What follows belongs to an exercise in optimizing a design on an open flow for small area; a production flow would make more cautious choices. In this exercise RTL edits were held to simulation tests only and were not proved equivalent to the original. Power figures rest on the tool's default switching activity, not on a simulated workload.

File: flow/run.sh
#!/bin/bash
# synth_recipe.tcl (not shown) runs the flow's synth.tcl, then flattens the netlist and writes it again
# the make line also repeats each setting of config.mk as NAME=value (left out here)
make -C /OpenROAD-flow-scripts/flow DESIGN_CONFIG=/design/flow/config.mk WORK_HOME=/design/flow/orfs CLKGATE_MAP_FILE= SYNTH_SCRIPT=/design/flow/synth_recipe.tcl finish
File: flow/config.mk
export PLATFORM = sky130hd
export DESIGN_NAME = systolic_pe_array
export DESIGN_NICKNAME = systolic_pe_array
export VERILOG_FILES = /design/flow/design.v
export SDC_FILE = /design/flow/constraint.sdc
export NUM_CORES = 4
export LEC_CHECK = 0
export CAP_MARGIN = 20
export CORE_MARGIN = 2
export CORE_UTILIZATION = 40
export SLEW_MARGIN = 20
File: flow/constraint.sdc
create_clock -name core_clock -period 6.5 [get_ports {clk}]
set_input_delay 1.3000 -clock core_clock [delete_from_list [all_inputs] [get_ports {clk}]]
set_output_delay 1.3000 -clock core_clock [all_outputs]
set_load 0.01 [all_outputs]
File: flow/design.v
module pe
#(
	parameter int IN_DATA_WIDTH = 8,
	parameter int OUT_DATA_WIDTH = 24
)
(
	input logic clk,
	input logic rst,
	input logic i_hit,
	input logic [IN_DATA_WIDTH-1:0] i_load_data,
	input logic i_pop,
	input logic [IN_DATA_WIDTH-1:0] i_left_data,
	input logic [OUT_DATA_WIDTH-1:0] i_sum,
	output logic [OUT_DATA_WIDTH-1:0] o_sum
);
logic lp;
logic pp;
logic [IN_DATA_WIDTH-1:0] b0;
logic [IN_DATA_WIDTH-1:0] b1;
logic [IN_DATA_WIDTH-1:0] wgt;
always_ff @(posedge clk) begin
	if (rst)
		lp <= 1'b0;
	else if (i_hit)
		lp <= ~lp;
end
always_ff @(posedge clk) begin
	if (rst)
		pp <= 1'b0;
	else if (i_pop)
		pp <= ~pp;
end
always_ff @(posedge clk) begin
	if (i_hit && !lp)
		b0 <= i_load_data;
	if (i_hit && lp)
		b1 <= i_load_data;
end
assign wgt = pp ? b1 : b0;
assign o_sum = i_sum + i_left_data * wgt;
endmodule
module systolic_pe_array
#(
	parameter int PE_ARRAY_W = 8,
	parameter int PE_ARRAY_H = 8,
	parameter int IN_DATA_WIDTH = 8,
	parameter int OUT_DATA_WIDTH = 24
)
(
	input logic clk,
	input logic rst,
	input logic [PE_ARRAY_W-1:0] i_load_vld,
	input logic [PE_ARRAY_W*$clog2(PE_ARRAY_H)-1:0] i_load_id,
	input logic [PE_ARRAY_W*IN_DATA_WIDTH-1:0] i_load_data,
	input logic [PE_ARRAY_W-1:0] i_pop_vld,
	input logic [PE_ARRAY_W*OUT_DATA_WIDTH-1:0] i_up_data,
	input logic [PE_ARRAY_H*IN_DATA_WIDTH-1:0] i_left_data,
	output logic [PE_ARRAY_W*OUT_DATA_WIDTH-1:0] o_down_data
);
localparam int IDW = $clog2(PE_ARRAY_H);
localparam int W = PE_ARRAY_W;
localparam int H = PE_ARRAY_H;
localparam int DW = IN_DATA_WIDTH;
localparam int SW = OUT_DATA_WIDTH;
localparam int NS = 4*H;         
localparam int PN = 3;           
logic rst_d1, rst_d2;
always_ff @(posedge clk) begin
	rst_d1 <= rst;
	rst_d2 <= rst_d1;
end
logic [H*W*DW-1:0] sr;
generate
	for (genvar i = 0; i < H; i++) begin: gen_row
		always_ff @(posedge clk) begin
			sr[i*W*DW +: DW] <= i_left_data[i*DW +: DW];
			sr[i*W*DW+DW +: (W-1)*DW] <= sr[i*W*DW +: (W-1)*DW];
		end
	end
endgenerate
generate
	for (genvar j = 0; j < W; j++) begin: gen_col
		logic [H-1:0] vld;
		logic [H*IDW-1:0] id;
		logic [H*DW-1:0] data;
		logic [H-1:0] hit;
		logic [H-1:0] pop;
		logic [NS*SW-1:0] ps;
		logic [H*SW-1:0] sum;
		logic ld_vld_d1, pop_d1;
		logic [IDW-1:0] ld_id_d1;
		logic [DW-1:0] ld_data_d1;
		always_ff @(posedge clk) begin
			ld_vld_d1 <= i_load_vld[j];
			vld[0] <= ld_vld_d1;
			ld_id_d1 <= i_load_id[j*IDW +: IDW];
			id[0 +: IDW] <= ld_id_d1;
			ld_data_d1 <= i_load_data[j*DW +: DW];
			data[0 +: DW] <= ld_data_d1;
			pop_d1 <= i_pop_vld[j];
			pop[0] <= pop_d1;
		end
		for (genvar r = 0; r < H; r++) begin: gen_pe
			assign hit[r] = vld[r] && id[r*IDW +: IDW] == r;
			if (r > 0) begin: gen_stage
				logic [PN-2:0] pv;
				always_ff @(posedge clk) begin
					if (rst_d2)
						vld[r] <= 1'b0;
					else
						vld[r] <= vld[r-1] && !hit[r-1];
					id[r*IDW +: IDW] <= id[(r-1)*IDW +: IDW];
					data[r*DW +: DW] <= data[(r-1)*DW +: DW];
					if (rst_d2) begin
						pv <= '0;
						pop[r] <= 1'b0;
					end else begin
						pv <= {pv, pop[r-1]};
						pop[r] <= pv[PN-2];
					end
				end
			end
			pe #(.IN_DATA_WIDTH(DW), .OUT_DATA_WIDTH(SW)) u_pe (
				.clk(clk),
				.rst(rst_d2),
				.i_hit(hit[r]),
				.i_load_data(data[r*DW +: DW]),
				.i_pop(pop[r]),
				.i_left_data(sr[(r*W+j)*DW +: DW]),
				.i_sum(r == 0 ? i_up_data[j*SW +: SW] : ps[(4*r-1)*SW +: SW]),
				.o_sum(sum[r*SW +: SW])
			);
			always_ff @(posedge clk) begin
				ps[4*r*SW +: SW] <= sum[r*SW +: SW];
				ps[(4*r+1)*SW +: 3*SW] <= ps[4*r*SW +: 3*SW];
			end
		end
		assign o_down_data[j*SW +: SW] = ps[(NS-1)*SW +: SW];
	end
endgenerate
endmodule
==> results.txt <==
-- sequential cells by signal, summed over array words and instances (netlist names) --
name / flops
gen_col.gen_pe.u_pe.lp: 64
sr: 512
gen_col.gen_pe.u_pe.b1: 512
gen_col.ps: 6144
gen_col.vld: 64
gen_col.pop_d1: 8
gen_col.gen_pe.u_pe.b0: 512
gen_col.data: 512
rst_d2: 1
gen_col.gen_pe.gen_stage.pv: 112
gen_col.id: 192
gen_col.pop: 64
gen_col.ld_vld_d1: 8
rst_d1: 1
gen_col.gen_pe.u_pe.pp: 64
gen_col.ld_id_d1: 24
gen_col.ld_data_d1: 64
-- critical path: stages (launching register included) --
cell and delay (ns):
dfxtp_2 0.40, buf_4 0.19, mux2i_1 0.19, buf_4 0.19, nand2b_1 0.14, fa_1 0.45, fa_1 0.55, inv_1 0.05
fa_1 0.47, inv_1 0.05, fa_1 0.47, inv_1 0.04, ha_1 0.33, inv_1 0.07, o21bai_1 0.07, a21oi_1 0.23
o21bai_1 0.13, a21oi_1 0.20, xnor2_1 0.14, ha_1 0.31, a21o_1 0.20, a21o_1 0.18, a221oi_1 0.24, o21ai_0 0.20
o31a_1 0.34, nand3_1 0.12, xnor2_1 0.13
-- path summary, 6_finish.rpt --
kind	from	slack [ns]	to	cells after the start
max reg2reg	gen_col[0].gen_pe[1].u_pe.pp	0.30	gen_col[0].ps[118]	26
min reg2reg	gen_col[2].ps[452]	0.26	gen_col[2].ps[476]	0
max	gen_col[0].gen_pe[1].u_pe.pp	0.30	gen_col[0].ps[118]	26
min	gen_col[2].ps[452]	0.26	gen_col[2].ps[476]	0
-- cells in the mapped netlist (128+ instances only) --
| library cell | count |
|---|---|
| inv_1 | 3682 |
| buf_4 | 192 |
| o21bai_1 | 258 |
| fa_1 | 2368 |
| nor2b_1 | 3506 |
| nand2_1 | 949 |
| a21o_1 | 706 |
| mux2i_1 | 450 |
| a211oi_1 | 128 |
| nor3_1 | 186 |
| nand3_1 | 359 |
| nor2_1 | 934 |
| a21oi_1 | 1429 |
| xnor2_1 | 1511 |
| xor2_1 | 708 |
| and3_1 | 274 |
| o21ai_0 | 624 |
| edfxtp_1 | 1024 |
| ha_1 | 3456 |
| clkbuf_1 | 163 |
| o21a_1 | 163 |
| and2_1 | 395 |
| dfxtp_1 | 7834 |
| nand2b_1 | 578 |
-- placed cells by master (no fill, tap or decap), types with 46 or more instances in the layout --
master           netlist  final
a21o_1               706    706
clkbuf_16              0    932
o21a_1               163    163
and2_1               395    395
inv_6                  0     66
nand2_1              949    949
diode_2                0     46
clkdlybuf4s50_1        0    553
mux2i_1              450    418
clkinv_4               0     52
xor2_1               708    708
a31oi_1              121    115
nor3b_1              123    122
ha_1                3456   3452
bufinv_16              0     81
buf_4                192    588
clkbuf_1             163    142
o21ai_0              624    600
nand3_1              359    359
and3_1               274    274
nand2b_1             578    578
o21bai_1             258    258
inv_1               3682   3681
nor2_1               934    934
clkinvlp_4             0     75
edfxtp_1            1024   1024
fa_1                2368   2368
a21oi_1             1429   1403
a211oi_1             128    121
nor2b_1             3506   3506
mux2_2                64     64
nand4_1              111    111
dfxtp_1             7834   7793
clkbuf_8               0    103
xnor2_1             1511   1510
nor3_1               186    185
o211ai_1              74     74
clkinv_2               0    131
-- logic make-up after synthesis --
kind of cell,synth area share
compound gates,0.0661
buf+inv,0.0411
flops,0.485
fa+ha+maj,0.234
xor+xnor,0.0503
mux,0.0135
simple gates,0.109
-- through the flow --
stage / setup TNS (ns) / total power, W / hold slack (ns) / std cells
after floorplan: 0 / 0.139 / 0.310 / 33000
after global placement: 0 / 0.160 / 0.310 / 46700
after detailed placement: -0.0361 / 0.161 / 0.312 / 46700
after CTS: 0 / 0.215 / 0.235 / 48400
after global routing: -0.00402 / 0.229 / 0.251 / 48400
final: 0 / 0.213 / 0.256 / 48400
-- layer usage --
layer  track usage  vias to the layer above  wire (um)
li1              -                   111000          -
met1         0.234                   107000     401000
met2         0.248                     3669     343000
met3        0.0243                     1145      33100
met4        0.0462                       20      22000
met5             0                        -        132
-- cell type report --
cell class | count | share of cell area
antenna | 46 | 0.000260
clock buffer | 1178 | 0.0571
tap | 12900 | 0.0364
clock inverter | 500 | 0.0133
multi-input combinational | 20100 | 0.415
inverter | 3683 | 0.0312
timing repair buffer | 1144 | 0.0226
sequential | 8858 | 0.424
-- report_power, final --
group / total (W) / switching (W) / internal [W]
combinational: 0.0769 / 0.0425 / 0.0343
clock: 0.0529 / 0.0219 / 0.0310
sequential: 0.0835 / 0.00848 / 0.0750
-- timing repair --
item                       CTS  global route
hold buffers                 0             0
pin swaps                    0            13
gates resized for setup      3           166
setup endpoints to repair    7           301
buffers inserted             0             5
==> flow_metrics.tcl <==
set metrics [dict create \
    pwr_density_cell_nw_per_um2 482 \
    grt_util_all_layers 0.161 \
    initial_core_util 0.401 \
    synth_seq_cells 8858 \
    synth_top_cell_by_area "dfxtp_1" \
    grt_first_pass_wirelength_um 1260000 \
    ys.flop_type "dfxtp_1" \
    ios 554 \
    postRouteAntennaNets 0 \
    max_slew_margin 0.236 \
    preCtsSetupSlack_ns -0.0361 \
    num_rows 361 \
    vias_per_cell 4.61 \
    clk_latency_ns 1.11 \
    yosysWarnings 2 \
    cts_tree "yes" \
    cts_num_sinks 8858 \
    die_area_sq_um 975000 \
    hold_class "reg -> reg" \
    yosysSeqAreaShare 0.485 \
    cts_max_level 6 \
    drt-wirelength-per-cell_um 16.5 \
    cts_buffers 897 \
    drive_gt1_frac 0.0669 \
    drv_slew 0 \
    crit_type "reg -> reg" \
    synth_cells 33000 \
    grt_pass1_vias 228000 \
    drv_cap 0 \
    synthesis.area_sq_um 387000 \
    io_buffers 553 \
    path_max_fanout 8 \
    hpwl_um 635000 \
    postPlaceCellArea_sq_um 411000 \
    die_x_um 987 \
    run_status "finished clean" \
    synthToLayoutAreaGrowth_pct 14.5 \
    clock.fmax_ghz 0.161 \
    layout.nets 40900 \
    synth_nets 39200 \
    clkTransAtPathRegs_ns 0.06 \
    grt_max_degree 115 \
    fin_area_sq_um 443000 \
    dr.pass1.iters 7 \
    die_y_um 987 \
    power_leakage_nw 197 \
    fin_crit_sh 0.954 \
    drc 0 \
    fillers 87300 \
    worstPathArrival_ns 7.14 \
    irDropWorstVdd_mv 0.466 \
    grt-ovfl-total 0 \
    post-route-util 0.459 \
    max_slew.worst_pin.slew_ns 1.15 \
    antenna_found_initial 97 \
    synthArstFlopShare 0 \
    end_kind "register" \
    synth.top_cells.by_area "dfxtp_1 (41%), fa_1 (12%), ha_1 (11%)" \
    core_region_area_sq_um 965000 \
    synth_top_area_share 0.406 \
    synth-edff-count 1024 \
    cts_root_buf "clkbuf_16" \
    setup-violations-final 0 \
    multi_input_area_sq_um 184000 \
    syn_area_per_cell_sq_um 11.7 \
    fin_ws_ns 0.296 \
    hold_violations 0 \
    cp-start-kind "register" \
    min_period_ns 6.20 \
    synth_cell_type_count 89 \
    cts_buffer_depth 5 \
    drtIter0Drc 10200 \
    dr_total_vias 223000 \
    worstPathRequired_ns 7.44 \
    drt_wl_total_um 800000 \
    seqCellArea_sq_um 188000 \
    gp_congestion 0.867 \
    finClkSkew_ns 0.0958 \
]

[port drivers added, routing unchanged]
No port has a modelled driver above. Below, the same layout with a new extraction and two added sets of constraints. Step 1 assumes that a clkbuf_16 drives the clock port and a buf_2 every other input. Step 2 moves the port delays by t, midway between the first and last clock arrival at a register: inputs arrive t later, outputs are due t later. That takes back most of the time a late clock gives input paths. a / b / c = no drivers / after step 1 / after step 2; a / b = the first two.
t, ns: 1.229
setup WS [ns]: 0.296 / 0.296 / 0.296
worst hold slack (ns): 0.256 / 0.256 / 0.256
worst data-port slew with drivers (ns): 0.21
After both steps setup and hold are still met in this run. For this run, drivers alone change the setup slack by 0.000 ns; drivers and shift together by 0.000 ns.
